Source: an optimization exercise on an open RTL-to-GDS flow (aim: small area). Production flows keep margins and buffers that such runs may drop. In this exercise RTL edits were held to simulation tests only and were not proved equivalent to the original. Power is estimated from default activity; no workload was simulated.

[flow/design.v]
module usb_rx (
    input logic clk,
    input logic n_rst,
    input logic dplus_in,
    input logic dminus_in,
    input logic [6:0] buffer_occupancy,
    output logic [2:0] rx_packet,
    output logic rx_data_ready,
    output logic rx_transfer_active,
    output logic rx_error,
    output logic flush,
    output logic store_rx_packet_data,
    output logic [7:0] rx_packet_data
);
    localparam logic [3:0] S_IDLE = 4'd0,
                           S_SYNC_WAIT = 4'd14,
                           S_MATCH = 4'd6,
                           S_TOKEN = 4'd10,
                           S_MATCH_ERR = 4'd9,
                           S_HS = 4'd4,
                           S_DATA = 4'd12,
                           S_INOUT = 4'd7,
                           S_STORE = 4'd8,
                           S_DATA_WAIT = 4'd13,
                           S_EOP1 = 4'd3,
                           S_EOP2 = 4'd11,
                           S_PACK = 4'd15,
                           S_EOP_ERROR = 4'd1,
                           S_ERROR = 4'd2;
    logic dp_meta, dp_s, dm_meta, dm_s, dp_prev, dec_prev;
    logic [2:0] q1;
    logic [3:0] cnt;
    logic [3:0] state, nxt_state;
    logic [2:0] nxt_pid;
    logic active, shift_en, byte_received, d_edge, eop, d_orig;
    logic addr_en, eop_en, address_comp, eop_1_comp, eop_comp;
    assign shift_en = q1 == 3'd4;
    assign byte_received = cnt[3];
    assign d_edge = dp_prev & !dp_s;
    assign eop = !dm_s & !dp_s;
    assign d_orig = !(dp_s ^ dec_prev);
    assign address_comp = cnt == 4'd15 && q1 == 3'd3;
    assign eop_1_comp = cnt == 4'd8;
    assign eop_comp = cnt == 4'd0;
    always_ff @(posedge clk, negedge n_rst) begin
        if (!n_rst) begin
            dp_meta <= 1'b1;
            dp_s <= 1'b1;
            dm_meta <= 1'b0;
            dm_s <= 1'b0;
            dp_prev <= 1'b0;
            rx_packet_data <= 8'hff;
            q1 <= 3'd0;
            state <= S_IDLE;
            rx_packet <= 3'd0;
        end else begin
            dp_meta <= dplus_in;
            dp_s <= dp_meta;
            dm_meta <= dminus_in;
            dm_s <= dm_meta;
            dp_prev <= dp_s;
            if (shift_en) rx_packet_data <= {rx_packet_data[6:0], d_orig};
            q1 <= active ? q1 + 3'd1 : 3'd0;
            state <= nxt_state;
            rx_packet <= nxt_pid;
        end
    end
    always_ff @(posedge clk) begin
        if (!active) dec_prev <= 1'b1;
        else if (shift_en) dec_prev <= dp_s;
        if (!active || (nxt_state == S_INOUT && !addr_en) || (nxt_state == S_EOP1 && state != S_EOP1))
            cnt <= 4'd0;
        else if (addr_en) begin
            if (shift_en) cnt <= cnt + 4'd1;
        end else if (eop_en) cnt <= cnt + 4'd1;
        else if (shift_en) cnt <= cnt[3] ? 4'd1 : cnt + 4'd1;
    end
    always_comb begin
        nxt_state = state;
        nxt_pid = 3'd0;
        active = 1'b1;
        flush = 1'b0;
        rx_error = 1'b0;
        store_rx_packet_data = 1'b0;
        rx_data_ready = 1'b0;
        addr_en = 1'b0;
        eop_en = 1'b0;
        case (state)
            S_IDLE: begin
                active = 1'b0;
                if (d_edge) nxt_state = S_SYNC_WAIT;
            end
            S_SYNC_WAIT: begin
                flush = 1'b1;
                if (byte_received) nxt_state = S_MATCH;
                else if (eop) nxt_state = S_ERROR;
            end
            S_MATCH: begin
                if (rx_packet_data == 8'b00000001) nxt_state = S_TOKEN;
                else begin
                    rx_error = 1'b1;
                    nxt_state = S_MATCH_ERR;
                end
            end
            S_TOKEN: begin
                case (rx_packet_data)
                    8'b00011110: begin nxt_state = S_INOUT; nxt_pid = 3'b010; end
                    8'b10010110: begin nxt_state = S_INOUT; nxt_pid = 3'b001; end
                    8'b00111100: begin nxt_state = S_DATA; nxt_pid = 3'b011; end
                    8'b10110100: begin nxt_state = S_DATA; nxt_pid = 3'b100; end
                    8'b00101101: begin nxt_state = S_HS; nxt_pid = 3'b101; end
                    8'b10100101: begin nxt_state = S_HS; nxt_pid = 3'b111; end
                    8'b11100001: begin nxt_state = S_HS; nxt_pid = 3'b000; end
                    default: begin
                        if (eop && !byte_received) begin
                            rx_error = 1'b1;
                            nxt_state = S_ERROR;
                        end else if (eop) nxt_state = S_EOP1;
                    end
                endcase
            end
            S_MATCH_ERR: begin
                rx_error = 1'b1;
                if (eop) nxt_state = S_EOP1;
            end
            S_HS: nxt_state = S_EOP1;
            S_DATA: begin
                if (eop || buffer_occupancy == 7'd64) nxt_state = S_ERROR;
                else if (byte_received) nxt_state = S_STORE;
            end
            S_INOUT: begin
                addr_en = 1'b1;
                if (address_comp) nxt_state = S_EOP1;
                else if (eop) nxt_state = S_ERROR;
            end
            S_STORE: begin
                store_rx_packet_data = 1'b1;
                if (eop) nxt_state = S_EOP1;
                else if (buffer_occupancy == 7'd64) nxt_state = S_ERROR;
                else nxt_state = S_DATA_WAIT;
            end
            S_DATA_WAIT: begin
                if (byte_received) nxt_state = S_STORE;
                else if (eop) nxt_state = S_EOP1;
            end
            S_EOP1: begin
                eop_en = 1'b1;
                if (eop_1_comp) nxt_state = eop ? S_EOP2 : S_EOP_ERROR;
            end
            S_EOP2: begin
                eop_en = 1'b1;
                if (eop_comp && eop) nxt_state = S_PACK;
            end
            S_PACK: begin
                rx_data_ready = 1'b1;
                nxt_state = S_IDLE;
            end
            S_EOP_ERROR: begin
                active = 1'b0;
                rx_error = 1'b1;
                if (d_edge) nxt_state = S_MATCH;
            end
            S_ERROR: begin
                active = 1'b0;
                rx_error = 1'b1;
                flush = 1'b1;
                if (d_edge) nxt_state = S_MATCH;
            end
            default: ;
        endcase
    end
    assign rx_transfer_active = active;
endmodule
module usb_tx (
    input logic clk,
    input logic n_rst,
    input logic [2:0] tx_packet,
    input logic [7:0] tx_packet_data,
    input logic [6:0] buffer_occupancy,
    output logic tx_transfer_active,
    output logic tx_error,
    output logic get_tx_packet_data,
    output logic dplus_out,
    output logic dminus_out
);
    localparam logic [3:0] IDLE = 4'd0, SYNC = 4'd1, ID = 4'd2, DATA = 4'd3, CRC1 = 4'd4,
                           CRC2 = 4'd5, EOP1 = 4'd6, EOP2 = 4'd7, EEOP1 = 4'd8;
    localparam logic [1:0] T_SHORT1 = 2'd0, T_SHORT2 = 2'd1, T_LONG = 2'd2;
    logic [3:0] state, next_state;
    logic [1:0] tstate;
    logic [3:0] c1, c2;
    logic next_load_enable_reg, shift_encoder;
    logic [2:0] tx_packet_reg, tx_packet_sync;
    logic [7:0] sr, parallel_data;
    logic active, shift_strobe, packet_done, next_load_enable, load_enable, next_eop;
    logic occ0, next_d_plus;
    assign occ0 = buffer_occupancy == 7'd0;
    assign active = state != IDLE;
    assign tx_transfer_active = active;
    assign tx_error = state == EEOP1;
    assign next_eop = state == EOP1 || state == EOP2 || state == EEOP1;
    assign shift_strobe = c1[3] && (c1[0] == (tstate == T_LONG));
    assign packet_done = c2[3] && shift_strobe;
    assign next_load_enable = tx_packet == 3'd1 || tx_packet == 3'd2 || tx_packet == 3'd3 || tx_packet == 3'd4;
    assign load_enable = next_load_enable && !next_load_enable_reg && !active;
    assign tx_packet_sync = active ? tx_packet_reg : tx_packet;
    assign get_tx_packet_data = packet_done &&
        ((state == ID && tx_packet_sync == 3'd1) || (state == DATA && !occ0));
    assign next_d_plus = !active ? 1'b1 : (shift_encoder && !sr[0]) ? !dplus_out : dplus_out;
    always_ff @(posedge clk, negedge n_rst) begin
        if (!n_rst) begin
            state <= IDLE;
            dplus_out <= 1'b1;
            dminus_out <= 1'b0;
        end else begin
            state <= next_state;
            if (next_eop) begin
                dplus_out <= 1'b0;
                dminus_out <= 1'b0;
            end else begin
                dplus_out <= next_d_plus;
                dminus_out <= !next_d_plus;
            end
        end
    end
    always_ff @(posedge clk) begin
        next_load_enable_reg <= next_load_enable;
        shift_encoder <= shift_strobe || load_enable;
        if (!active) begin
            tstate <= T_SHORT1;
            c1 <= 4'd0;
            c2 <= 4'd0;
        end else begin
            if (shift_strobe) begin
                case (tstate)
                    T_SHORT1: tstate <= T_SHORT2;
                    T_SHORT2: tstate <= T_LONG;
                    default: tstate <= T_SHORT1;
                endcase
            end
            c1 <= shift_strobe ? 4'd1 : c1 + 4'd1;
            if (shift_strobe || c1 == 4'd0) c2 <= c2[3] ? 4'd1 : c2 + 4'd1;
        end
        tx_packet_reg <= tx_packet_sync;
        if (load_enable || packet_done) sr <= parallel_data;
        else if (shift_strobe) sr <= {1'b1, sr[7:1]};
    end
    always_comb begin
        next_state = state;
        case (state)
            IDLE: if (tx_packet != 3'd0) next_state = SYNC;
            SYNC: if (packet_done) next_state = ID;
            ID: if (packet_done) begin
                    if (tx_packet_sync == 3'd1) next_state = occ0 ? EEOP1 : DATA;
                    else next_state = EOP1;
                end
            DATA: if (packet_done && occ0) next_state = CRC1;
            CRC1: if (packet_done) next_state = CRC2;
            CRC2: if (packet_done) next_state = EOP1;
            EOP1: if (shift_strobe) next_state = EOP2;
            EOP2: if (shift_strobe) next_state = IDLE;
            EEOP1: if (shift_strobe) next_state = EOP2;
            default: ;
        endcase
    end
    always_comb begin
        parallel_data = 8'hff;
        case (state)
            IDLE: parallel_data = 8'b10000000;
            SYNC: case (tx_packet_sync)
                    3'd1: parallel_data = 8'b11000011;
                    3'd2: parallel_data = 8'b11010010;
                    3'd3: parallel_data = 8'b01011010;
                    3'd4: parallel_data = 8'b00011110;
                    default: ;
                endcase
            ID: parallel_data = tx_packet_data;
            DATA: parallel_data = occ0 ? 8'b10011111 : tx_packet_data;
            CRC1: parallel_data = 8'b00100010;
            default: ;
        endcase
    end
endmodule
module data_buffer (
    input logic clk,
    input logic n_rst,
    input logic get_rx_data,
    input logic store_tx_data,
    input logic [7:0] tx_data,
    input logic clear,
    input logic get_tx_packet_data,
    input logic [7:0] rx_packet_data,
    input logic store_rx_packet_data,
    input logic flush,
    output logic [6:0] buffer_occupancy,
    output logic [7:0] rx_data,
    output logic [7:0] tx_packet_data
);
logic [7:0] mem [0:62];
logic [5:0] w_addr, r_addr;
logic st, gt, occ64, occ0, wr_ok, rd_ok, w63, r63, w0, r0;
logic [5:0] wslot, rslot;
logic do_write, do_read_tx, do_read_rx, wr_any, rd_clr, fl;
logic [7:0] wd, rd;
logic [62:0] wsel, rsel;
assign st = store_rx_packet_data | store_tx_data;
assign gt = get_rx_data | get_tx_packet_data;
assign occ64 = buffer_occupancy[6];
assign occ0 = buffer_occupancy == 7'd0;
assign wr_ok = !occ64 && buffer_occupancy[5:0] != 6'd63;
assign rd_ok = buffer_occupancy[6:1] != 6'd0;
assign w63 = w_addr == 6'd63;
assign r63 = r_addr == 6'd63;
assign w0 = w_addr == 6'd0;
assign r0 = r_addr == 6'd0;
assign wslot = w63 ? 6'd0 : w_addr;
assign rslot = r63 ? 6'd0 : r_addr;
assign wr_any = st && wr_ok;
assign do_write = wr_any && (store_rx_packet_data || !w63 || !r0);
assign do_read_tx = !st && get_tx_packet_data && rd_ok && !(r63 && w0);
assign rd_clr = !st && get_tx_packet_data && rd_ok && r63 && w0;
assign do_read_rx = !st && !get_tx_packet_data && get_rx_data && rd_ok && (r_addr != w_addr);
assign fl = !st && !gt && (flush || clear);
assign wd = store_rx_packet_data ? rx_packet_data : tx_data;
always_ff @(posedge clk, negedge n_rst) begin
    if (!n_rst) begin
        buffer_occupancy <= 7'd0;
        w_addr <= 6'd0;
        r_addr <= 6'd0;
    end else begin
        if (st) begin
            if (!occ64) buffer_occupancy <= buffer_occupancy + 7'd1;
        end else if (gt) begin
            if (!occ0) buffer_occupancy <= buffer_occupancy - 7'd1;
        end else if (flush || clear) begin
            buffer_occupancy <= 7'd0;
        end
        if (fl) begin
            w_addr <= 6'd0;
            r_addr <= 6'd0;
            end else begin
            if (wr_any) w_addr <= do_write ? wslot + 6'd1 : 6'd0;
            if (do_read_tx || do_read_rx) r_addr <= rslot + 6'd1;
            else if (rd_clr) r_addr <= 6'd0;
        end
    end
end
logic [7:0] whi_n, wlo_n, rhi_n, rlo_n;
fifo_predec_en pwh (.en(do_write), .a(w_addr[5:3]), .y_n(whi_n));
fifo_predec pwl (.a(w_addr[2:0]), .y_n(wlo_n));
fifo_predec prh (.a(r_addr[5:3]), .y_n(rhi_n));
fifo_predec prl (.a(r_addr[2:0]), .y_n(rlo_n));
fifo_sel wdec (.hi_n(whi_n), .lo_n(wlo_n), .sel(wsel));
fifo_sel rdec (.hi_n(rhi_n), .lo_n(rlo_n), .sel(rsel));
genvar s, b;
generate
    for (s = 0; s < 63; s = s + 1) begin : g_slot
        always_ff @(posedge clk) begin
            if (wsel[s]) mem[s] <= wd;
        end
    end
    for (b = 0; b < 8; b = b + 1) begin : g_bit
        logic [62:0] col;
        for (s = 0; s < 63; s = s + 1) begin : g_col
            assign col[s] = mem[s][b];
        end
        fifo_rdbit rb (.sel(rsel), .d(col), .y(rd[b]));
    end
endgenerate
assign tx_packet_data = do_read_tx ? rd : 8'd0;
assign rx_data = do_read_rx ? rd : 8'd0;
endmodule
module fifo_sel (
    input logic [7:0] hi_n,
    input logic [7:0] lo_n,
    output logic [62:0] sel
);
always_comb begin
    for (int k = 0; k < 63; k++) sel[k] = !(hi_n[k / 8] | lo_n[k % 8]);
    sel[0] = !((hi_n[0] | lo_n[0]) & (hi_n[7] | lo_n[7]));
end
endmodule
module fifo_predec (
    input logic [2:0] a,
    output logic [7:0] y_n
);
always_comb
    for (int k = 0; k < 8; k++) y_n[k] = a != k;
endmodule
module fifo_predec_en (
    input logic en,
    input logic [2:0] a,
    output logic [7:0] y_n
);
always_comb
    for (int k = 0; k < 8; k++) y_n[k] = !(en && a == k);
endmodule
module fifo_rdbit (
    input logic [62:0] sel,
    input logic [62:0] d,
    output logic y
);
logic [20:0] part_n;
genvar g;
generate
    for (g = 0; g < 21; g = g + 1) begin : g_aoi
        fifo_aoi3 u (.a(sel[3 * g +: 3]), .b(d[3 * g +: 3]), .y(part_n[g]));
    end
endgenerate
assign y = !(&part_n);
endmodule
module fifo_aoi3 (
    input logic [2:0] a,
    input logic [2:0] b,
    output logic y
);
assign y = !((a[0] & b[0]) | (a[1] & b[1]) | (a[2] & b[2]));
endmodule
module ahb_lite_slave_cdl (
    input logic clk,
    input logic n_rst,
    input logic [2:0] rx_packet,
    input logic rx_data_ready,
    input logic rx_transfer_active,
    input logic rx_error,
    input logic [6:0] buffer_occupancy,
    input logic tx_transfer_active,
    input logic tx_error,
    input logic [7:0] rx_data,
    output logic get_rx_data,
    output logic store_tx_data,
    output logic [7:0] tx_data,
    output logic clear,
    output logic [2:0] tx_packet,
    output logic d_mode,
    input logic hsel,
    input logic [7:0] haddr,
    input logic [1:0] hsize,
    input logic [1:0] htrans,
    input logic [2:0] hburst,
    input logic hwrite,
    input logic [31:0] hwdata,
    output logic [31:0] hrdata,
    output logic hresp,
    output logic hready
);
    localparam logic [3:0] IDLE = 4'd0,
                           LOAD2 = 4'd11,
                           LOAD3 = 4'd10,
                           LOAD4 = 4'd1,
                           DONE = 4'd14,
                           HOLD = 4'd12,
                           STORE1 = 4'd7,
                           STORE2 = 4'd13,
                           STORE3 = 4'd4,
                           STORE4 = 4'd9;
    logic write;
    logic [3:0] addr;
    logic [1:0] size;
    logic [31:0] db, db1;
    logic [3:0] db_v, db1_v;
    logic [3:0] state, nstate;
    logic [31:0] n_hrdata;
    logic [3:0] db_we;       
    logic [3:0] db1_we;      
    logic n_clear, tp_we;
    logic a_lo, a0, a1, a2, a3, rd, rd_start;
    assign a_lo = haddr[7:2] == 6'd0;
    assign a0 = a_lo && haddr[1:0] == 2'd0;
    assign a1 = a_lo && haddr[1:0] == 2'd1;
    assign a2 = a_lo && haddr[1:0] == 2'd2;
    assign a3 = a_lo && haddr[1:0] == 2'd3;
    assign rd = hsel && !hwrite;
    assign rd_start = rd && htrans == 2'd2 && a_lo && hsize != 2'd3;
    assign hresp = (hwrite && (haddr == 8'd4 || haddr == 8'd5 || haddr == 8'd6 || haddr == 8'd7 || haddr == 8'd8)) ||
                   haddr == 8'd9 || haddr == 8'd10 || haddr == 8'd11 || haddr > 8'd13;
    assign d_mode = tx_transfer_active;
    always_ff @(posedge clk, negedge n_rst) begin
        if (!n_rst) begin
            hrdata <= 32'd0;
            write <= 1'b0;
            size <= 2'd0;
            db_v <= 4'd0;
            state <= IDLE;
            tx_packet <= 3'd0;
            clear <= 1'b0;
            db1_v <= 4'd0;
        end else begin
            hrdata <= n_hrdata;
            if (a0 && htrans == 2'd2) size <= hsize;
            write <= hwrite;
            db_v <= db_v | db_we;
            db1_v <= db1_v | db1_we;
            state <= nstate;
            if (tp_we) tx_packet <= hwdata[2:0];
            else if (tx_transfer_active) tx_packet <= 3'd0;
            clear <= n_clear;
        end
    end
    always_ff @(posedge clk) begin
        addr <= haddr[3:0];
        for (int k = 0; k < 4; k++) begin
            if (db_we[k]) db[8 * k +: 8] <= rx_data;
            if (db1_we[k]) db1[8 * k +: 8] <= hwdata[8 * k +: 8];
        end
    end
    logic wr_go;
    assign wr_go = write && hsel && addr[3:2] == 2'b00 && size != 2'd3;
    always_comb begin
        nstate = state;
        hready = 1'b1;
        get_rx_data = 1'b0;
        store_tx_data = 1'b0;
        db_we = 4'd0;
        tx_data = 8'd0;
        case (state)
            IDLE: begin
                if (rd_start) begin
                    hready = 1'b0;
                    get_rx_data = 1'b1;
                    case (hsize)
                        2'd0: begin
                            nstate = DONE;
                            db_we[haddr[1:0]] = 1'b1;
                        end
                        2'd1: begin
                            nstate = haddr[1] ? LOAD4 : LOAD2;
                            db_we = haddr[1] ? 4'b0100 : 4'b0001;
                        end
                        default: begin
                            nstate = LOAD2;
                            db_we = 4'b0001;
                        end
                    endcase
                end
                if (wr_go) begin
                    case (size)
                        2'd0: case (addr[1:0])
                                2'd0: nstate = STORE1;
                                2'd1: nstate = STORE2;
                                2'd2: nstate = STORE3;
                                default: nstate = STORE4;
                            endcase
                        2'd1: nstate = addr[1] ? STORE3 : STORE1;
                        default: nstate = STORE1;
                    endcase
                end
            end
            LOAD2: begin
                hready = 1'b0;
                get_rx_data = 1'b1;
                db_we = 4'b0010;
                nstate = size == 2'd2 ? LOAD3 : DONE;
            end
            LOAD3: begin
                hready = 1'b0;
                get_rx_data = 1'b1;
                db_we = 4'b0100;
                nstate = LOAD4;
            end
            LOAD4: begin
                hready = 1'b0;
                get_rx_data = 1'b1;
                db_we = 4'b1000;
                nstate = DONE;
            end
            DONE: nstate = HOLD;
            HOLD: nstate = IDLE;
            STORE1: begin
                hready = 1'b0;
                store_tx_data = 1'b1;
                tx_data = db1_v[0] ? db1[7:0] : 8'd0;
                nstate = (size == 2'd1 || size == 2'd2) ? STORE2 : IDLE;
            end
            STORE2: begin
                hready = 1'b0;
                store_tx_data = 1'b1;
                tx_data = db1_v[1] ? db1[15:8] : 8'd0;
                nstate = size == 2'd2 ? STORE3 : IDLE;
            end
            STORE3: begin
                hready = 1'b0;
                store_tx_data = 1'b1;
                tx_data = db1_v[2] ? db1[23:16] : 8'd0;
                nstate = (size == 2'd1 || size == 2'd2) ? STORE4 : IDLE;
            end
            STORE4: begin
                hready = 1'b0;
                store_tx_data = 1'b1;
                tx_data = db1_v[3] ? db1[31:24] : 8'd0;
                nstate = IDLE;
            end
            default: ;
        endcase
    end
    logic wdp;
    assign wdp = hsel && write;
    always_comb begin
        db1_we = 4'd0;
        n_clear = 1'b0;
        tp_we = 1'b0;
        if (wdp && size != 2'd3) begin
            if (addr[3:2] == 2'b00) begin
                case (size)
                    2'd0: db1_we[addr[1:0]] = 1'b1;
                    2'd1: db1_we = addr[1] ? 4'b1100 : 4'b0011;
                    default: db1_we = 4'b1111;
                endcase
            end
            if (addr == 4'd12) tp_we = hwdata <= 32'd4;
            if (addr == 4'd13) n_clear = hwdata[0];
        end
    end
    logic s0, s1, s2, a4, a5, a6, a7, a8, a12, a13;
    logic [3:0] ld_db;
    logic f_occ, f_tp0, f_clr0, f_tpc, f_err1, f_st2, full;
    logic p0_4, p0_5, p0_6, p0_7, p1_45;
    logic [31:0] fv, n_simple;
    logic [4:0] pid_bits;
    assign pid_bits = {rx_packet == 3'b111, rx_packet == 3'b110, rx_packet == 3'b010, rx_packet == 3'b001, rx_data_ready};
    assign s0 = rd && hsize == 2'd0;
    assign s1 = rd && hsize == 2'd1;
    assign s2 = rd && hsize == 2'd2;
    assign a4 = haddr == 8'd4;
    assign a5 = haddr == 8'd5;
    assign a6 = haddr == 8'd6;
    assign a7 = haddr == 8'd7;
    assign a8 = haddr == 8'd8;
    assign a12 = haddr == 8'd12;
    assign a13 = haddr == 8'd13;
    assign ld_db[0] = (s0 && a0) || (s1 && (a0 || a1)) || (s2 && a_lo);
    assign ld_db[1] = (s0 && a1) || (s1 && (a0 || a1)) || (s2 && a_lo);
    assign ld_db[2] = (s0 && a2) || (s1 && (a2 || a3)) || (s2 && a_lo);
    assign ld_db[3] = (s0 && a3) || (s1 && (a2 || a3)) || (s2 && a_lo);
    assign f_occ = (s0 || s1 || s2) && a8;
    assign f_tp0 = s0 && a12;
    assign f_clr0 = s0 && a13;
    assign f_tpc = (s1 || s2) && (a12 || a13);
    assign f_err1 = s1 && (a6 || a7);
    assign f_st2 = s2 && (a4 || a5 || a6 || a7);
    assign full = f_occ || f_tp0 || f_clr0 || f_tpc || f_err1 || f_st2;
    logic [3:0] ld_v, full_l;
    assign ld_v = ld_db & db_v;
    assign full_l = {4{full}} | (ld_db & ~db_v);
    assign p0_4 = s0 && a4;
    assign p0_5 = s0 && a5;
    assign p0_6 = s0 && a6;
    assign p0_7 = s0 && a7;
    assign p1_45 = s1 && (a4 || a5);
    always_comb begin
        fv = 32'd0;
        if (f_occ) fv[6:0] = buffer_occupancy;
        if (f_tp0 || f_tpc) fv[2:0] = tx_packet;
        if (f_clr0) fv[0] = clear;
        if (f_tpc) fv[8] = clear;
        if (f_err1 || f_st2) begin
            fv[0] = f_err1 ? rx_error : pid_bits[0];
            fv[8] = f_err1 ? tx_error : rx_transfer_active;
        end
        if (f_st2) begin
            fv[4:1] = pid_bits[4:1];
            fv[9] = tx_transfer_active;
            fv[16] = rx_error;
            fv[24] = tx_error;
        end
    end
    genvar b;
    generate
        for (b = 0; b < 32; b = b + 1) begin : g_hr
            if (b <= 6 || b == 8 || b == 9 || b == 16 || b == 24) begin : g_v
                ahb_hr_bit u (.ld(ld_v[b / 8]), .d(db[b]), .full(full_l[b / 8]), .fv(fv[b]), .hold(hrdata[b]), .y(n_simple[b]));
            end else begin : g_z
                ahb_hr_bitz u (.ld(ld_v[b / 8]), .d(db[b]), .full_n(!full_l[b / 8]), .hold(hrdata[b]), .y(n_simple[b]));
            end
        end
    endgenerate
    always_comb begin
        n_hrdata = n_simple;
        if (p0_4 || p1_45) begin
            n_hrdata[0] = rx_data_ready;
            n_hrdata[4:1] = hrdata[4:1] | pid_bits[4:1];
        end
        if (p0_5 || p1_45) n_hrdata[9:8] = {tx_transfer_active, rx_transfer_active};
        if (p0_6) n_hrdata[0] = rx_error;
        if (p0_7) n_hrdata[8] = tx_error;
    end
endmodule
module ahb_hr_bit (
    input logic ld,
    input logic d,
    input logic full,
    input logic fv,
    input logic hold,
    output logic y
);
    assign y = ld ? d : full ? fv : hold;
endmodule
module ahb_hr_bitz (
    input logic ld,
    input logic d,
    input logic full_n,
    input logic hold,
    output logic y
);
    assign y = ld ? d : hold & full_n;
endmodule
module usb_cdl(
    input logic clk,
    input logic n_rst,
    input logic hsel,
    input logic [7:0] haddr,
    input logic [1:0] hsize,
    input logic [1:0] htrans,
    input logic [2:0] hburst,
    input logic hwrite,
    input logic [31:0] hwdata,
    output logic [31:0] hrdata,
    output logic hresp,
    output logic hready,
    input logic dplus_in,
    input logic dminus_in,
    output logic dplus_out,
    output logic dminus_out,
    output logic d_mode
);
    logic [2:0] rx_packet;
    logic rx_data_ready, rx_transfer_active, rx_error, flush, store_rx_packet_data;
    logic [2:0] tx_packet;
    logic tx_data_ready, tx_transfer_active, tx_error, get_tx_packet_data;
    logic get_rx_data, store_rx_data, get_tx_data, store_tx_data, clear;
    logic [6:0] buffer_occupancy;
    logic [7:0] rx_data, tx_data, tx_packet_data, rx_packet_data;
    ahb_lite_slave_cdl DUT1(
		.clk(clk), .n_rst(n_rst),
        .rx_packet(rx_packet),
        .rx_data_ready(rx_data_ready),
        .rx_transfer_active(rx_transfer_active),
        .rx_error(rx_error),
        .buffer_occupancy(buffer_occupancy),
        .tx_transfer_active(tx_transfer_active),
        .tx_error(tx_error),
        .rx_data(rx_data),
        .get_rx_data(get_rx_data),
        .store_tx_data(store_tx_data),
        .tx_data(tx_data),
        .clear(clear),
        .tx_packet(tx_packet),
        .d_mode(d_mode),
        .hsel(hsel),
        .haddr(haddr),
        .hsize(hsize),
        .htrans(htrans),
        .hburst(hburst),
        .hwrite(hwrite),
        .hwdata(hwdata),
        .hrdata(hrdata),
        .hresp(hresp),
        .hready(hready)
    );
    usb_rx DUT2 (
		.clk(clk), .n_rst(n_rst),
        .dplus_in(dplus_in),
        .dminus_in(dminus_in),
        .buffer_occupancy(buffer_occupancy),
        .rx_packet(rx_packet),
        .rx_data_ready(rx_data_ready),
        .rx_transfer_active(rx_transfer_active),
        .rx_error(rx_error),
        .flush(flush),
        .store_rx_packet_data(store_rx_packet_data),
        .rx_packet_data(rx_packet_data)
    );
    usb_tx DUT3 (
		.clk(clk), .n_rst(n_rst),
        .tx_packet(tx_packet),
        .tx_packet_data(tx_packet_data),
        .buffer_occupancy(buffer_occupancy),
        .tx_transfer_active(tx_transfer_active),
        .tx_error(tx_error),
        .get_tx_packet_data(get_tx_packet_data),
        .dplus_out(dplus_out),
        .dminus_out(dminus_out)
    );
    data_buffer DUT4 (
		.clk(clk), .n_rst(n_rst),
        .buffer_occupancy(buffer_occupancy),
        .rx_data(rx_data),
        .get_rx_data(get_rx_data),
        .store_tx_data(store_tx_data),
        .tx_data(tx_data),
        .clear(clear),
        .tx_packet_data(tx_packet_data),
        .get_tx_packet_data(get_tx_packet_data),
        .rx_packet_data(rx_packet_data),
        .store_rx_packet_data(store_rx_packet_data),
        .flush(flush)
    );
endmodule
[flow/flow/run.sh]
#!/bin/bash
# Own layout flow: the standard flow (standard.sh) with
# - synthesis by flow/area_synth.tcl: the standard flow's synthesis script with an
#   area-oriented ABC mapping script (flow/area.abc);
# - a smaller clock tree: sink clusters of up to 18 flip-flops under clkbuf_8
#   leaf buffers, no dummy loads;
# - minimum-size (buf_1) port buffers.
# Each step's log is under orfs/logs/; standard.sh's output is in standard.log.
set -e
cat >> config.mk <<EOC
export AREA_ABC_SCRIPT = $PWD/flow/area.abc
export CTS_ARGS = -sink_clustering_enable -repair_clock_nets -sink_clustering_size 18 -sink_clustering_max_diameter 50 -buf_list sky130_fd_sc_hd__clkbuf_8 -dont_use_dummy_load
export BUFFER_PORTS_ARGS = -buffer_cell sky130_fd_sc_hd__buf_1
EOC
bash standard.sh SYNTH_SCRIPT=$PWD/flow/area_synth.tcl finish > standard.log 2>&1
[flow/flow/area.abc]
strash
&get -n
&fraig -x
&put
scorr
dc2
strash
&get -n
&dch -f
&nf -R 1000 -p -F 8 -A 4
&put
[flow/flow/area_synth.tcl]
# The standard flow's synthesis script (synth_recipe.tcl) with one change: ABC maps the
# logic with an area-oriented script (flow/area.abc, given by AREA_ABC_SCRIPT)
# instead of ORFS's delay-oriented one. Registers are mapped before ABC runs,
# so they are the same as in the standard synthesis.
proc synth {args} { yosys synth -nofsm -noshare {*}$args }
proc abc {args} {
  set i [lsearch -exact $args -script]
  if {$i >= 0} { set args [lreplace $args $i [expr {$i + 1}] -script $::env(AREA_ABC_SCRIPT)] }
  yosys abc {*}$args
}
source $::env(SCRIPTS_DIR)/synth.tcl
# left out here: clear keep_hierarchy, flatten, clean up, hide names made inside functions, write 1_2_yosys.v
[flow/standard.sh]
#!/bin/bash
# synth_recipe.tcl (not shown) runs the flow's synth.tcl, then flattens the netlist and writes it again
# the make line also repeats each setting of config.mk as NAME=value (left out here)
make -C /OpenROAD-flow-scripts/flow DESIGN_CONFIG=/design/flow/config.mk WORK_HOME=/design/flow/orfs CLKGATE_MAP_FILE= SYNTH_SCRIPT=/design/flow/synth_recipe.tcl "${@:-finish}"
[flow/config.mk]
export PLATFORM = sky130hd
export DESIGN_NAME = usb_cdl
export DESIGN_NICKNAME = usb_cdl
export VERILOG_FILES = /design/flow/design.v
export SDC_FILE = /design/flow/constraint.sdc
export NUM_CORES = 4
export LEC_CHECK = 0
export CAP_MARGIN = 20
export CORE_MARGIN = 2
export CORE_UTILIZATION = 65
export CTS_BUF_LIST = sky130_fd_sc_hd__clkbuf_8
export CTS_CLUSTER_DIAMETER = 50
export CTS_CLUSTER_SIZE = 16
export SLEW_MARGIN = 20
export SYNTH_HIERARCHICAL = 1
export AREA_ABC_SCRIPT = /design/flow/flow/area.abc
export CTS_ARGS = -sink_clustering_enable -repair_clock_nets -sink_clustering_size 18 -sink_clustering_max_diameter 50 -buf_list sky130_fd_sc_hd__clkbuf_8 -dont_use_dummy_load
export BUFFER_PORTS_ARGS = -buffer_cell sky130_fd_sc_hd__buf_1
[flow/constraint.sdc]
create_clock -name core_clock -period 10.0 [get_ports {clk}]
set_input_delay 2.0000 -clock core_clock [delete_from_list [all_inputs] [get_ports {clk}]]
set_output_delay 2.0000 -clock core_clock [all_outputs]
set_load 0.01 [all_outputs]
==> results of run 1 <==
## synthesized netlist by cell type, drive strengths merged, types with 9 or more instances
cell type / n
a211oi: 10
a21oi: 59
a222oi: 171
a22o: 11
a22oi: 15
a31oi: 14
and2: 12
and3: 14
and4: 11
clkinv: 31
dfrtp: 88
dfstp: 11
dfxtp: 24
edfxtp: 576
ha: 18
mux2: 16
mux2i: 17
nand2: 173
nand2b: 11
nand3: 43
nand3b: 12
nand4: 46
nor2: 219
nor2b: 36
nor3: 29
nor4: 29
o21a: 9
o21ai: 81
or2: 12
xnor2: 10
xor2: 9
## through the flow
stage,power (W),setup WS (ns),hold WS (ns),cells
after global routing,0.00533,3.76,0.372,2571
after CTS,0.00516,4.02,0.364,2570
after floorplan,0.00368,4.62,0.331,1879
after global placement,0.00388,4.03,0.333,2517
after detailed placement,0.00389,4.02,0.341,2517
final,0.00516,3.98,0.362,2571
## final cells by class
class / instances / share of cell area
Sequential cell: 699 / 0.691
Multi-Input combinational cell: 1147 / 0.242
Clock buffer: 53 / 0.0249
Tap cell: 539 / 0.0230
Timing Repair Buffer: 102 / 0.0152
Inverter: 31 / 0.00397
## cells by family after synthesis
group / share of synthesized area
fa+ha+maj: 0.00819
xor+xnor: 0.00605
flops: 0.737
buf+inv: 0.00478
mux: 0.0127
simple gates: 0.117
compound gates: 0.114
## where the power goes
group          total, W  internal, W  switching (W)  leakage [nW]
clock network   0.00131     0.000473       0.000842         0.381
logic          0.000532     0.000171       0.000360          2.40
registers       0.00331      0.00320       0.000112          6.65
## Yosys stat by module, one instance, submodules excluded, excerpt
module,flip-flops and latches,copies in the design,cells inside,cell area [µm²]
usb_rx,28,1,182,1580
ahb_hr_bit,0,11,3,18.8
ahb_hr_bitz,0,21,3,12.5
fifo_rdbit,0,8,7,45.0
ahb_lite_slave_cdl,119,1,366,4680
fifo_predec,0,3,9,58.8
data_buffer,523,1,681,16600
fifo_predec_en,0,1,12,60.1
fifo_sel,0,2,63,239
fifo_aoi3,0,168,1,10.0
## worst max-delay path, stage by stage
cell and delay [ns]:
sky130_fd_sc_hd__buf_1 0.08, sky130_fd_sc_hd__or4_1 0.57, sky130_fd_sc_hd__nor3_1 0.38, sky130_fd_sc_hd__nand2_1 0.10, sky130_fd_sc_hd__nor2_1 0.22, sky130_fd_sc_hd__nand3_1 0.21
sky130_fd_sc_hd__nand2_1 0.24, sky130_fd_sc_hd__nor2_1 0.08, sky130_fd_sc_hd__buf_1 0.14
## routing by layer
metal | routed length [µm] | global-route usage | share of wire | vias to the layer above
li1 | - | - | - | 7922
met1 | 26000 | 0.429 | 0.39 | 8770
met2 | 33000 | 0.508 | 0.49 | 966
met3 | 6150 | 0.0456 | 0.091 | 128
met4 | 2350 | 0.115 | 0.035 | 0
met5 | 0 | 0 | 0 | -
## how the worst max path moves through the flow
stage              to      from  cells after the start  slack (ns)
2_1_floorplan  hready  haddr[5]                      7        4.62
4_1_cts        hready  haddr[5]                      9        4.02
3_5_place_dp   hready  haddr[5]                      9        4.02
5_1_grt        hready  haddr[5]                      9        3.76
6_report       hready  haddr[5]                      9        3.98
3_3_place_gp   hready  haddr[5]                      9        4.03
## cell usage in the layout (no fill, tap or decap), types with 6 or more instances in the layout
master,instances
sky130_fd_sc_hd__edfxtp_1,576
sky130_fd_sc_hd__nor2_1,219
sky130_fd_sc_hd__nand2_1,173
sky130_fd_sc_hd__a222oi_1,171
sky130_fd_sc_hd__dfrtp_1,88
sky130_fd_sc_hd__buf_1,85
sky130_fd_sc_hd__o21ai_0,81
sky130_fd_sc_hd__a21oi_1,59
sky130_fd_sc_hd__clkbuf_8,53
sky130_fd_sc_hd__nand4_1,46
sky130_fd_sc_hd__nand3_1,43
sky130_fd_sc_hd__nor2b_1,36
sky130_fd_sc_hd__clkinv_1,31
sky130_fd_sc_hd__nor3_1,29
sky130_fd_sc_hd__nor4_1,28
sky130_fd_sc_hd__dfxtp_1,24
sky130_fd_sc_hd__ha_1,18
sky130_fd_sc_hd__mux2i_1,17
sky130_fd_sc_hd__a22oi_1,15
sky130_fd_sc_hd__buf_4,15
sky130_fd_sc_hd__and3_1,14
sky130_fd_sc_hd__a31oi_1,14
sky130_fd_sc_hd__and2_0,12
sky130_fd_sc_hd__nand3b_1,12
sky130_fd_sc_hd__or2_0,12
sky130_fd_sc_hd__dfstp_2,11
sky130_fd_sc_hd__nand2b_1,11
sky130_fd_sc_hd__and4_1,11
sky130_fd_sc_hd__a22o_1,11
sky130_fd_sc_hd__a211oi_1,10
sky130_fd_sc_hd__xnor2_1,10
sky130_fd_sc_hd__o21a_1,9
sky130_fd_sc_hd__xor2_1,9
sky130_fd_sc_hd__mux2_1,8
sky130_fd_sc_hd__mux2_2,8
sky130_fd_sc_hd__or4_1,6
sky130_fd_sc_hd__or3b_1,6
==> run notes, run 1 <==
STA:
- At the pin with the least slew margin, the transition time is approximately 1.1 ns.
- The maximum clock frequency is 0.166 GHz.
- The count of final setup violators is 0.
- After layout, the minimum clock period comes to 6.02 ns.
- The worst clock skew on the final layout is roughly 0.092 ns.
- Summed over all failing endpoints, the final setup total negative slack is 0 ns.
- The hold violation count in the final report came to 0.
- The final-report max-slew violation count is 0.
- In the finished design, the share of the clock period the worst path needs comes to 0.602.
- Setup repair after global routing left no endpoint under its margin.
- The max-slew headroom at the worst pin is 0.291.

Global route:
- The global-route usage over all layers is 0.310.
- The initial antenna violation count came to 0.
- The number of global-route vias before repair is between 15000 and 20000.
- Global routing finished with a remaining overflow of 0.
- The first global-routing pass estimated around 100 mm of wire.
- The largest net degree at the start of global routing is 64.

Finish:
- At the end of the flow the core is filled with cells to 0.701.
- Summing all non-filler instances in the final layout gives an area of 0.0293 mm².
- The share of post-route cells with drive strength above 1 is 0.0448.
- Summing all flip-flop and latch instances after layout gives 0.0203 mm².
- 0 antenna diodes ended up in the layout.
- The layout net count is 2105.
- The layout overhead on the synthesized area is 6.72%.
- The multi-input combinational cells in the finished layout cover a total of 0.00711 mm².
- Counting the fill cells in the layout gives 2894.
- Ranked by flip-flop count, first place goes to DUT4.mem.
- The number of flip-flops in the largest register is 504.

Yosys:
- The number of unique standard cell types used by synthesis is 58.
- The number of nets in the synthesized netlist is 1950.
- The share of Yosys cell area claimed by the top area cell type is 0.629.
- The predominant post-synthesis flop cell is sky130_fd_sc_hd__edfxtp_1.
- sky130_fd_sc_hd__edfxtp_1 takes more of the synthesized area than any other cell.
- The share of the Yosys chip area taken by registers is 0.737.
- After synthesis the cells add up to approximately 0.028 mm².
- The total number of yosys warnings is 14.
- The async set or reset register ratio after synthesis is 0.142.
- The average cell area after synthesis is 14.6 µm².
- The synthesized instance count is 1879.
- The flip-flop and latch count after synthesis is 699.
- The number of enable flip-flop cells after synthesis is 576.
- After synthesis, the cell types taking the most area are sky130_fd_sc_hd__edfxtp_1 63%, sky130_fd_sc_hd__dfrtp_1 8.0%, sky130_fd_sc_hd__a222oi_1 6.2%.

Clock network:
- TritonCTS built the clock tree.
- Buffers inserted during clock tree synthesis total 53.
- The later pin in the worst-skew pair is clocked with a latency of roughly 0.70 ns.
- The deepest clock path buffer count is 3.
- Buffers added to address setup during post-CTS repair amount to 0.
- Hold repair after CTS inserted 0 buffers.
- The H-tree depth is 2.
- The clock root buffer is sky130_fd_sc_hd__clkbuf_8.
- The post-cts resize count is 0.
- The clock transition time at the flip-flop clock pins of the worst setup and hold paths is approximately 0.09 ns.
- For this design, the sink count on the clock tree is ~700.

Routing:
- The final layout contains routed wiring with a total length of 67.5 mm.
- The detail-routed net length per standard cell is 26.3 µm.
- For this run, the detailed router's first-pass iteration total came to 7.
- Once detail routing completed, the nets flagged for antenna violations numbered 0.
- The number of vias in the routed layout is 17800.
- In the routed design, unresolved DRC markers number 0.
- The number of DRC markers after the initial detailed-route iteration is about 2700.
- The via density per instance is 6.92.

Die:
- The die covers 0.0440 mm².
- For this design the top-level I/O count stands at 90.
- The initial core utilization is 0.657.
- The core box area is between 0.04 and 0.05 mm².
- The overall die height is 210 µm.
- The die is 210 µm wide.
- The floorplan has 75 rows.

Place:
- The number of buffers added on ports is 86.
- Detailed placement finished with a half-perimeter wire length of 44.6 mm.
- At the end of routability-driven placement, the weighted congestion stood at 0.918.
- The post-place instance area is approximately 0.029 mm².

Critical path:
- Of all nets on the critical path, the largest fanout is 5.
- The worst reg2reg path depth is 14.
- The required time at the endpoint of the critical path is about 8.0 ns.
- The worst register-to-register path has a setup slack of 5.51 ns.
- The beginning of the worst register-to-register path is DUT3.state[0].
- The critical path startpoint category is an input pin.
- The setup path with the least slack is of type in2out.
- For the worst setup path, the data arrival time is 4.02 ns.
- The worst setup path is captured at an output port.
- The worst register-to-register path ends at DUT4.buffer_occupancy[0].

Power:
- Across the VDD grid, the largest voltage drop is 0.164 mV.
- Dividing total power by cell area gives a power density of approximately 180 mW/mm².
- The reported leakage power is 9.43 nW.

Job:
- Across the run, the number of max-cap violations was 0.

Outcome:
- The run finished with no timing, DRC or antenna violations.

Min path:
- The worst hold path belongs to the class reg2reg.
- Along the worst hold path, the cell count comes to 0.
- The worst-case hold path end point is DUT2.dp_s.
- The worst hold path begins at DUT2.dp_meta.
==> run 2: changes to the inputs <==
==> flow/flow/area.abc (replaced) <==
strash
&get -n
&fraig -x
&put
scorr
dc2
strash
balance -l; resub -K 6 -l; rewrite -l; resub -K 6 -N 2 -l; refactor -l; resub -K 8 -l; balance -l; resub -K 8 -N 2 -l; rewrite -l; resub -K 10 -l; rewrite -z -l; resub -K 10 -N 2 -l; balance -l; resub -K 12 -l; refactor -z -l; resub -K 12 -N 2 -l; rewrite -z -l; balance -l
strash
&get -n
&dch -f
&nf -R 1000 -p -F 8 -A 4
&put
==> run 2 against run 1 <==
Worst hold slack lost 0.0093 ns. Routed wire length is 1.6% lower. Sequential share of layout area rose by 0.23 points. Register-to-register slack got worse by 0.23 ns. Setup slack worse by 0.18 ns. Clock power barely moved. Final cell count is 1.2% lower. Sequential power rose by 5%. Clock skew is 0.026 ns lower. Area after synthesis about the same. Sequential cell count did not move. Via count is 1.8% lower. Critical endpoint unchanged.
==> run notes, run 2 <==
Outcome:
- The flow ran to the end and the layout has no timing, DRC or antenna violations.

Finish:
- The top cell types in the final layout, fill and taps aside, are 576 x sky130_fd_sc_hd__edfxtp_1, 214 x sky130_fd_sc_hd__nor2_1, 177 x sky130_fd_sc_hd__a222oi_1.
- The library cell used most frequently in the layout, excluding fill and tap cells, is sky130_fd_sc_hd__edfxtp_1.
- From synthesis to final layout, the design area changed by 6.46%.
- The area of the multi-input gates is 0.00707 mm² (-0.60%).
- The share of post-route cells with drive strength above 1 is 0.0420 (-0.00283).
- The layout net count is 2075 (-1.4%).
- The number of flip-flops in the largest register was 504 (unchanged).
- The number of cells in the finished layout apart from fillers came to 2541 (-1.2%).
- The largest register by flop count is DUT4.mem.
- The final core area utilization is 0.699 (-0.00236).
- The combined flip-flop and latch cell area came to 0.0203 mm² (unchanged).
- The filler cell count is 2883 (-0.38%).
- The antenna diode instance count is 0 (unchanged).

Routing:
- The length of the first detailed-routing pass in iterations is 7 (unchanged).
- The number of DRC markers after the initial detailed-route iteration is 2623 (-2.5%).
- The number of routed nets with antenna violations is 0 (unchanged).
- The number of vias in the routed layout is 17500 (-1.8%).
- The total routed wirelength came to 66.5 mm (-1.6%).
- The detailed-route DRC error count is 0 (unchanged).
- The via density per instance is 6.87 (-0.67%).
- The detail-routed net length per standard cell is 26.2 µm (-0.40%).

STA:
- The transition time at the pin with the least slew margin is 1.17 ns (+0.109 ns).
- The period utilization is 0.619 (+0.0177).
- The final setup TNS is 0 ns (unchanged).
- The max-slew headroom at the worst pin is 0.217 (-0.0742).
- Setup repair after global routing left no endpoint under its margin.
- The final-report max-slew violation count is 0 (unchanged).
- The count of final setup violators is 0 (unchanged).
- The worst clock skew on the final layout is 0.0657 ns (-0.0263 ns).
- The minimum period implied by the final worst setup slack is 6.19 ns (+0.177 ns).
- The maximum clock frequency is 0.161 GHz (-2.9%).
- The hold violation count in the final report is 0 (unchanged).

Min path:
- For hold timing, the worst endpoint is DUT2.dm_s.
- The cell count of the worst hold path is 0 (unchanged).
- The class of the tightest hold or removal check is reg2reg.
- The beginning of the worst hold path is DUT2.dm_meta.

Die:
- The number of cell rows is 75 (unchanged).
- The area enclosed by the die boundary was 0.0439 mm² (about the same).
- The initial core utilization is 0.656 (about the same).
- The core box area is 0.0419 mm² (unchanged).
- The overall die height is 210 µm (about the same).
- The number of primary I/O pins is 90 (unchanged).
- The horizontal extent of the die is 210 µm (about the same).

Clock network:
- The number of sinks driven by the clock tree is 699 (unchanged).
- The CTS buffer count is 50 (-5.7%).
- The number of hold buffers added after CTS is 0 (unchanged).
- The deepest clock path buffer count came to 3 (unchanged).
- The clock transition time at the flip-flop clock pins of the worst setup and hold paths is 0.08 ns (about the same).
- The post-CTS setup-driven buffer insertion count was 0 (unchanged).
- The clock root buffer is sky130_fd_sc_hd__clkbuf_8.
- TritonCTS built the clock tree.
- The H-tree depth is 2 (unchanged).
- The post-cts resize count came to 0 (unchanged).
- The clock network latency to the later pin of the worst-skew pair was 0.69 ns (about the same).

Power:
- The maximum VDD drop is 0.168 mV (+2.4%).
- The fraction of power spent switching nets is 0.298 (+0.0433).
- The cell-internal power is 0.00410 W (+6.8%).
- The proportion of power drawn by the clock network was 0.219 (-0.036).
- The sequential share of power came to 0.592 (-0.050).
- The reported leakage power is 8.89 nW (-5.7%).
- The combinational cell fraction of total power is 0.189 (+0.086).
- The cell area power density was 200 mW/mm² (+14%).
- The switching power of the nets is 0.00174 W (+33%).

Global route:
- met2 is the most crowded layer.
- The met2 routing resource usage after global routing is 0.496 (-0.0121).
- The number of global-route vias before repair is 16600 (-1.6%).
- The sum of overflow across all layers after global routing is 0 (unchanged).
- The global-route usage over all layers came to 0.302 (-0.00765).
- The largest net degree at the start of global routing is 64 (unchanged).
- The initial antenna violation count is 0 (unchanged).
- The global-route wire length before repair is 99.0 mm (-2.3%).
- The met1 demand-to-capacity share in global routing is 0.419 (-0.0105).
- The met3 usage is 0.0489 (+0.00329).

Critical path:
- The worst reg2reg path depth is 9 (-5).
- The minimum setup slack among reg-to-reg paths is 5.28 ns (-0.23 ns).
- The required time at the endpoint of the critical path is 8.00 ns (about the same).
- STA classifies the critical path startpoint as an input pin.
- The critical path goes through buf_1 -> or4_1 -> nor3_1 -> nand4b_1 -> o21ai_0 -> nor2_1 -> buf_1.
- The beginning of the worst register-to-register path is DUT4.r_addr[2].
- The maximum fanout encountered on the critical timing path is 7 (+2).
- In this run the critical register-to-register path is captured at DUT3.sr[4].
- STA classifies the critical path endpoint as an output port.
- The start-to-end type of the worst setup path is in2out.
- The arrival time at the worst endpoint is 4.19 ns (+0.17 ns).
- The cell that appears most often on the critical path is sky130_fd_sc_hd__buf_1.
- The delay of the slowest critical-path stage came to 0.61 ns (+0.04 ns).
- The critical path's slowest cell is sky130_fd_sc_hd__nor3_1.

Yosys:
- Ranked by total cell area, the synthesized netlist is headed by sky130_fd_sc_hd__edfxtp_1 63%, sky130_fd_sc_hd__dfrtp_1 8.0%, sky130_fd_sc_hd__a222oi_1 6.4%.
- The number of unique standard cell types used by synthesis is 62 (+6.9%).
- The cell type with the largest total area after synthesis is sky130_fd_sc_hd__edfxtp_1.
- The average cell area after synthesis was 14.8 µm² (+1.1%).
- The synthesized instance count was 1856 (-1.2%).
- The portion of the post-synthesis area used by sequential elements was 0.738 (about the same).
- The area of the mapped netlist is 0.0275 mm² (about the same).
- The flip-flop and latch count after synthesis was 699 (unchanged).
- The number of enable flip-flop cells after synthesis is 576 (unchanged).
- The predominant post-synthesis flop cell is sky130_fd_sc_hd__edfxtp_1.
- The total number of yosys warnings was 14 (unchanged).
- The commonest cells after synthesis are 576 x sky130_fd_sc_hd__edfxtp_1, 214 x sky130_fd_sc_hd__nor2_1, 177 x sky130_fd_sc_hd__a222oi_1, 167 x sky130_fd_sc_hd__nand2_1, 88 x sky130_fd_sc_hd__dfrtp_1.
- The most common cell in the netlist is sky130_fd_sc_hd__edfxtp_1.
- The share of Yosys cell area claimed by the top area cell type is 0.630 (about the same).
- The async set or reset register ratio after synthesis came to 0.142 (unchanged).
- The synthesized net count was 1927 (-1.2%).

Place:
- The global placer's final weighted congestion is 0.938 (+2.2%).
- The number of buffers added on ports came to 86 (unchanged).
- The instance count after placement with tap cells included is 2491 (-1.0%).
- The sum of net half-perimeters after detailed placement came to 43.7 mm (-2.1%).

Job:
- The max-capacitance violation count was 0 (unchanged).
run 2: worst max-delay path by stage:
| stage | to | depth (start not counted) | from | slack (ns) |
|---|---|---|---|---|
| after floorplan | hready | 5 | haddr[5] | 4.52 |
| after global placement | hready | 7 | haddr[5] | 3.91 |
| after detailed placement | hready | 7 | haddr[5] | 3.89 |
| after CTS | hready | 7 | haddr[5] | 3.87 |
| after global routing | hready | 7 | haddr[5] | 3.65 |
| final | hready | 7 | haddr[5] | 3.81 |
run 2: per-stage QoR:
| step | worst slack, ns | total power [W] | hold WS [ns] | instance area, µm² |
|---|---|---|---|---|
| 2_1_floorplan | 4.52 | 0.00416 | 0.331 | 27500 |
| 3_5_place_dp | 3.89 | 0.00460 | 0.336 | 28600 |
| 6_report | 3.81 | 0.00585 | 0.352 | 29200 |
| 4_1_cts | 3.87 | 0.00584 | 0.355 | 29200 |
| 5_1_grt | 3.65 | 0.00605 | 0.360 | 29200 |
| 3_3_place_gp | 3.91 | 0.00457 | 0.335 | 28600 |
run 2: power groups by stage:
stage | sequential, W | combinational [W] | clock [W]
after floorplan | 0.00349 | 0.000678 | 0
after global placement | 0.00352 | 0.00105 | 0
after detailed placement | 0.00353 | 0.00108 | 0
after CTS | 0.00346 | 0.00108 | 0.00130
after global routing | 0.00349 | 0.00118 | 0.00139
final | 0.00346 | 0.00110 | 0.00128
run 2: critical path, delay by kind of cell:
| family | cells | cell delay (ns) |
|---|---|---|
| AO/OA/AOI/OAI | 1 | 0.40 |
| AND/OR/NAND/NOR | 4 | 1.56 |
| buffers and inverters | 2 | 0.23 |
run 2: layer usage:
metal / vias up / share of wire
met5: - / 0
met2: 929 / 0.48
li1: 7830 / -
met4: 0 / 0.033
met1: 8572 / 0.39
met3: 130 / 0.093
run 2: cell families after synthesis:
group                    share of synthesized area
AO/OA/AOI/OAI                                0.113
flip-flops                                   0.738
buffers and inverters                      0.00533
multiplexers                                0.0136
XOR/XNOR                                   0.00542
adder cells (fa/ha/maj)                    0.00820
AND/OR/NAND/NOR                              0.117
run 2: final cells by class:
type                       count  share of cell area
sequential                   699               0.693
multi-input combinational   1120               0.242
clock buffer                  50              0.0235
tap                          539              0.0231
timing repair buffer          98              0.0142
inverter                      35             0.00449
run 2: modules after synthesis (local to each module, per instance), a selection:
| module | cells | flip-flops and latches | area, µm² | copies in the design |
|---|---|---|---|---|
| fifo_rdbit | 7 | 0 | 45.0 | 8 |
| data_buffer | 679 | 523 | 16600 | 1 |
| fifo_predec_en | 12 | 0 | 60.1 | 1 |
| ahb_hr_bit | 3 | 0 | 18.8 | 11 |
| usb_tx | 154 | 29 | 1420 | 1 |
| ahb_lite_slave_cdl | 357 | 119 | 4640 | 1 |
| usb_rx | 181 | 28 | 1590 | 1 |
| fifo_sel | 63 | 0 | 239 | 2 |
==> run 3: changes to the inputs <==
--- a/flow/config.mk
+++ b/flow/config.mk
@@ -8,5 +8,5 @@
 export CAP_MARGIN = 20
 export CORE_MARGIN = 2
-export CORE_UTILIZATION = 65
+export CORE_UTILIZATION = 70
 export CTS_BUF_LIST = sky130_fd_sc_hd__clkbuf_8
 export CTS_CLUSTER_DIAMETER = 50
==> run 3 against run 2 <==
Still clean. Synthesized cell count stayed put. Routed wire length grew 1.9%. Combinational power about the same. Sequential share of layout area about the same. Sequential cell count unchanged. Maximum frequency is 1.7% higher. Register-to-register slack improved by 0.04 ns. Total power barely moved. Global-route usage up 3.0 points. Design area about the same. Die area fell by 7.0%. Clock power about the same. Critical endpoint unchanged. Largest power group unchanged. Highest routed layer is now met5.
==> run notes, run 3 <==
STA:
- The final-report max-slew violation count was 0 (unchanged).
- The hold violation count in the final report was 0 (unchanged).
- The worst clock skew on the final layout is 0.0876 ns (+0.0219 ns).
- The transition time at the pin with the least slew margin was 1.12 ns (-0.0483 ns).
- The final setup TNS came to 0 ns (unchanged).
- The count of final setup violators is 0 (unchanged).
- The period utilization is 0.609 (-0.0104).
- The maximum clock frequency came to 0.164 GHz (+1.7%).
- The minimum period implied by the final worst setup slack is 6.09 ns (-0.104 ns).
- The max-slew headroom at the worst pin was 0.244 (+0.0270).
- Setup repair after global routing left no endpoint under its margin.

Critical path:
- The worst setup path is of the in2out kind.
- The arrival time at the worst endpoint is 4.09 ns (-0.10 ns).
- The critical path startpoint category is an input pin.
- The most critical setup path has its startpoint at haddr[5].
- STA classifies the critical path endpoint as an output port.
- In this run the critical register-to-register path is launched from DUT3.state[1].
- The maximum fanout encountered on the critical timing path is 7 (unchanged).
- The required time at the endpoint of the critical path was 8.00 ns (about the same).

Clock network:
- The clock network latency to the later pin of the worst-skew pair was 0.70 ns (about the same).
- The deepest clock path buffer count was 3 (unchanged).
- The clock root buffer is sky130_fd_sc_hd__clkbuf_8.
- The CTS buffer count is 51 (+2.0%).
- The number of hold buffers added after CTS came to 0 (unchanged).
- The clock transition time at the flip-flop clock pins of the worst setup and hold paths came to 0.07 ns (about the same).
- The post-cts resize count came to 0 (unchanged).
- The post-CTS setup-driven buffer insertion count is 0 (unchanged).
- TritonCTS built the clock tree.
- The H-tree depth was 2 (unchanged).
- The number of sinks driven by the clock tree is 699 (unchanged).

Yosys:
- The synthesized instance count is 1856 (unchanged).
- The async set or reset register ratio after synthesis is 0.142 (unchanged).
- The portion of the post-synthesis area used by sequential elements came to 0.738 (unchanged).
- The average cell area after synthesis is 14.8 µm² (unchanged).
- The number of unique standard cell types used by synthesis is 62 (unchanged).
- For this run, the leading register cell type out of synthesis is sky130_fd_sc_hd__edfxtp_1.
- The most common cell in the netlist is sky130_fd_sc_hd__edfxtp_1.
- Ranked by instance count, the synthesized netlist is headed by 576 x sky130_fd_sc_hd__edfxtp_1, 214 x sky130_fd_sc_hd__nor2_1, 177 x sky130_fd_sc_hd__a222oi_1, 167 x sky130_fd_sc_hd__nand2_1, 88 x sky130_fd_sc_hd__dfrtp_1.
- The cell type with the largest total area after synthesis is sky130_fd_sc_hd__edfxtp_1.
- The share of Yosys cell area claimed by the top area cell type came to 0.630 (unchanged).
- The flip-flop and latch count after synthesis is 699 (unchanged).
- The number of enable flip-flop cells after synthesis is 576 (unchanged).
- After synthesis, the cell types taking the most area are sky130_fd_sc_hd__edfxtp_1 63%, sky130_fd_sc_hd__dfrtp_1 8.0%, sky130_fd_sc_hd__a222oi_1 6.4%.
- The area of the mapped netlist came to 0.0275 mm² (unchanged).
- The total number of yosys warnings is 14 (unchanged).
- The synthesized net count came to 1927 (unchanged).

Routing:
- The number of routed nets with antenna violations came to 0 (unchanged).
- The number of vias in the routed layout came to 18000 (+3.3%).
- The length of the first detailed-routing pass in iterations is 9 (+2).
- The number of DRC markers after the initial detailed-route iteration came to 2755 (+5.0%).
- The detailed-route DRC error count was 0 (unchanged).
- The total routed wirelength is 67.8 mm (+1.9%).
- The detail-routed net length per standard cell was 26.9 µm (+2.7%).
- The via density per instance is 7.15 (+4.1%).

Finish:
- The layout overhead on the synthesized area was 6.48% (about the same).
- Leaving out fill and tap cells, the most frequent cell in the layout is sky130_fd_sc_hd__edfxtp_1.
- The number of flip-flops in the largest register is 504 (unchanged).
- The filler cell count came to 2468 (-14%).
- The largest register by flop count is DUT4.mem.
- The combined flip-flop and latch cell area is 0.0203 mm² (unchanged).
- The cell area after layout is 0.0293 mm² (about the same).
- Leaving out fill and tap cells, the most frequent cells in the layout are 576 x sky130_fd_sc_hd__edfxtp_1, 214 x sky130_fd_sc_hd__nor2_1, 177 x sky130_fd_sc_hd__a222oi_1.
- The share of post-route cells with drive strength above 1 was 0.0439 (+0.00195).
- The layout net count is 2077 (+0.096%).
- The antenna diode instance count was 0 (unchanged).
- The area of the multi-input gates came to 0.00708 mm² (+0.14%).

Outcome:
- The flow ran to the end and the layout has no timing, DRC or antenna violations.

Place:
- The global placer's final weighted congestion was 0.919 (-2.0%).
- The sum of net half-perimeters after detailed placement is 44.8 mm (+2.6%).
- The post-place instance area is 0.0285 mm² (about the same).
- The number of buffers added on ports was 86 (unchanged).

Power:
- The switching power of the nets came to 0.00173 W (-0.79%).
- The cell-internal power is 0.00411 W (+0.22%).
- The fraction of power spent switching nets was 0.296 (-0.00211).
- The sequential share of power is 0.594 (+0.002).
- The maximum VDD drop was 0.177 mV (+5.3%).
- The proportion of power drawn by the clock network is 0.221 (+0.002).
- The cell area power density is 200 mW/mm² (-0.10%).
- The reported leakage power is 8.90 nW (+0.15%).
- The combinational cell fraction of total power was 0.186 (-0.003).

Global route:
- The sum of overflow across all layers after global routing was 0 (unchanged).
- The met1 demand-to-capacity share in global routing is 0.467 (+0.0485).
- The global-route usage over all layers came to 0.332 (+0.0298).
- The largest net degree at the start of global routing is 77 (+20%).
- The initial antenna violation count is 1 (+1).
- The met3 usage is 0.0609 (+0.0120).
- met2 is the most crowded layer.
- The met2 routing resource usage after global routing is 0.514 (+0.0179).
- The number of global-route vias before repair is 17000 (+2.1%).
- The global-route wire length before repair is 101 mm (+2.5%).

Die:
- The core box area is 0.0387 mm² (-7.4%).
- The number of cell rows is 72 (-4.0%).
- The number of primary I/O pins is 90 (unchanged).
- The overall die height is 202 µm (-3.6%).
- The initial core utilization is 0.709 (+0.0528).
- The area enclosed by the die boundary came to 0.0408 mm² (-7.0%).
- The horizontal extent of the die is 202 µm (-3.6%).

Min path:
- The class of the tightest hold or removal check is reg2reg.
- The startpoint identified for the worst hold timing path is DUT2.dm_meta.

Job:
- The max-capacitance violation count is 0 (unchanged).
run 3: cell count changes in the layout (fill, tap and decap cells not counted), sizes merged:
cell / delta
buf: +1
clkbuf: +1
run 3: power by group through the flow:
stage / combinational [W] / sequential (W) / clock [W]
after floorplan: 0.000678 / 0.00349 / 0
after global placement: 0.00103 / 0.00352 / 0
after detailed placement: 0.00106 / 0.00353 / 0
after CTS: 0.00106 / 0.00347 / 0.00129
after global routing: 0.00116 / 0.00349 / 0.00139
final: 0.00108 / 0.00347 / 0.00129
run 3: cells by family after synthesis:
group / after synthesis / synth area share
compound gates: 388 / 0.113
xor+xnor: 17 / 0.00542
fa+ha+maj: 18 / 0.00820
buf+inv: 37 / 0.00533
flops: 699 / 0.738
mux: 35 / 0.0136
simple gates: 662 / 0.117
run 3: stage by stage:
step                utilization  hold WS (ns)  total power, W  worst slack (ns)  cells
finish                    0.755         0.350         0.00584              3.91   2522
CTS                       0.755         0.352         0.00582              3.97   2522
global placement          0.737         0.333         0.00456              4.03   2471
detailed placement        0.737         0.336         0.00458              4.00   2471
global route              0.755         0.361         0.00604              3.86   2522
floorplan                     -         0.331         0.00416              4.52   1856
run 3: final cells by class:
class / count / share of cell area
sequential: 699 / 0.693
multi-input combinational: 1120 / 0.242
clock buffer: 51 / 0.0240
tap: 518 / 0.0222
timing repair buffer: 99 / 0.0145
inverter: 35 / 0.00449
run 3: worst paths after layout:
check / endpoint / slack [ns] / cells after the start
worst min register to register: DUT2.dm_s / 0.35 / 0
worst min-delay path: DUT2.dm_s / 0.35 / 0
min in group asynchronous: DUT1.hrdata[16] / 1.25 / 1
worst max register to register: DUT1.db[11] / 5.32 / 11
worst max-delay path: hready / 3.91 / 8
max in group asynchronous: DUT3.state[0] / 7.37 / 2
run 3: Yosys stat by module, one instance, submodules excluded, excerpt:
module / cell area, µm² / flops+latches
fifo_sel: 239 / 0
data_buffer: 16600 / 523
ahb_lite_slave_cdl: 4640 / 119
fifo_predec_en: 60.1 / 0
ahb_hr_bit: 18.8 / 0
fifo_predec: 58.8 / 0
usb_rx: 1590 / 28
ahb_hr_bitz: 12.5 / 0
fifo_aoi3: 10.0 / 0
usb_tx: 1420 / 29
fifo_rdbit: 45.0 / 0
run 3: layer usage:
layer / wire (µm) / share of wire / up-vias
met3: 7210 / 0.11 / 174
met5: 10 / 0.00015 / -
met4: 3160 / 0.047 / 2
met1: 25400 / 0.37 / 8848
met2: 32000 / 0.47 / 1189
li1: - / - / 7830
run 3: critical path: stages:
cell                       delay, ns
sky130_fd_sc_hd__buf_1          0.09
sky130_fd_sc_hd__or4_1          0.57
sky130_fd_sc_hd__nor3_1         0.18
sky130_fd_sc_hd__buf_4          0.19
sky130_fd_sc_hd__nand4b_1       0.17
sky130_fd_sc_hd__o21ai_0        0.51
sky130_fd_sc_hd__nor2_1         0.19
sky130_fd_sc_hd__buf_1          0.20

## re-timing with driven ports
The flow's constraints put no driver on any port. The routed layouts listed below were extracted and timed again, unchanged, in two steps.
Step 1 assumes that a clkbuf_16 drives the clock port and a buf_2 every other input.
Step 2, shift: input delay + t, output delay - t, t = (earliest + latest rising clock arrival at the registers) / 2. This alone moves slack from input paths to output paths.
Three values: ideal, step 1, step 2; two values: the first two.
run	t (ns)	setup WS [ns]	worst hold slack (ns)	worst setup path after step 2
run 1	0.709	3.982 / 3.963 / 3.963	0.362 / 0.362 / 0.362	input to output
run 2	0.707	3.805 / 3.785 / 3.785	0.352 / 0.352 / 0.352	input to output
run 3	0.712	3.909 / 3.888 / 3.888	0.350 / 0.350 / 0.350	input to output
After both steps setup and hold are still met in every run listed. For run 3, which loses most, drivers alone change the setup slack by -0.021 ns; drivers and shift together by -0.021 ns.
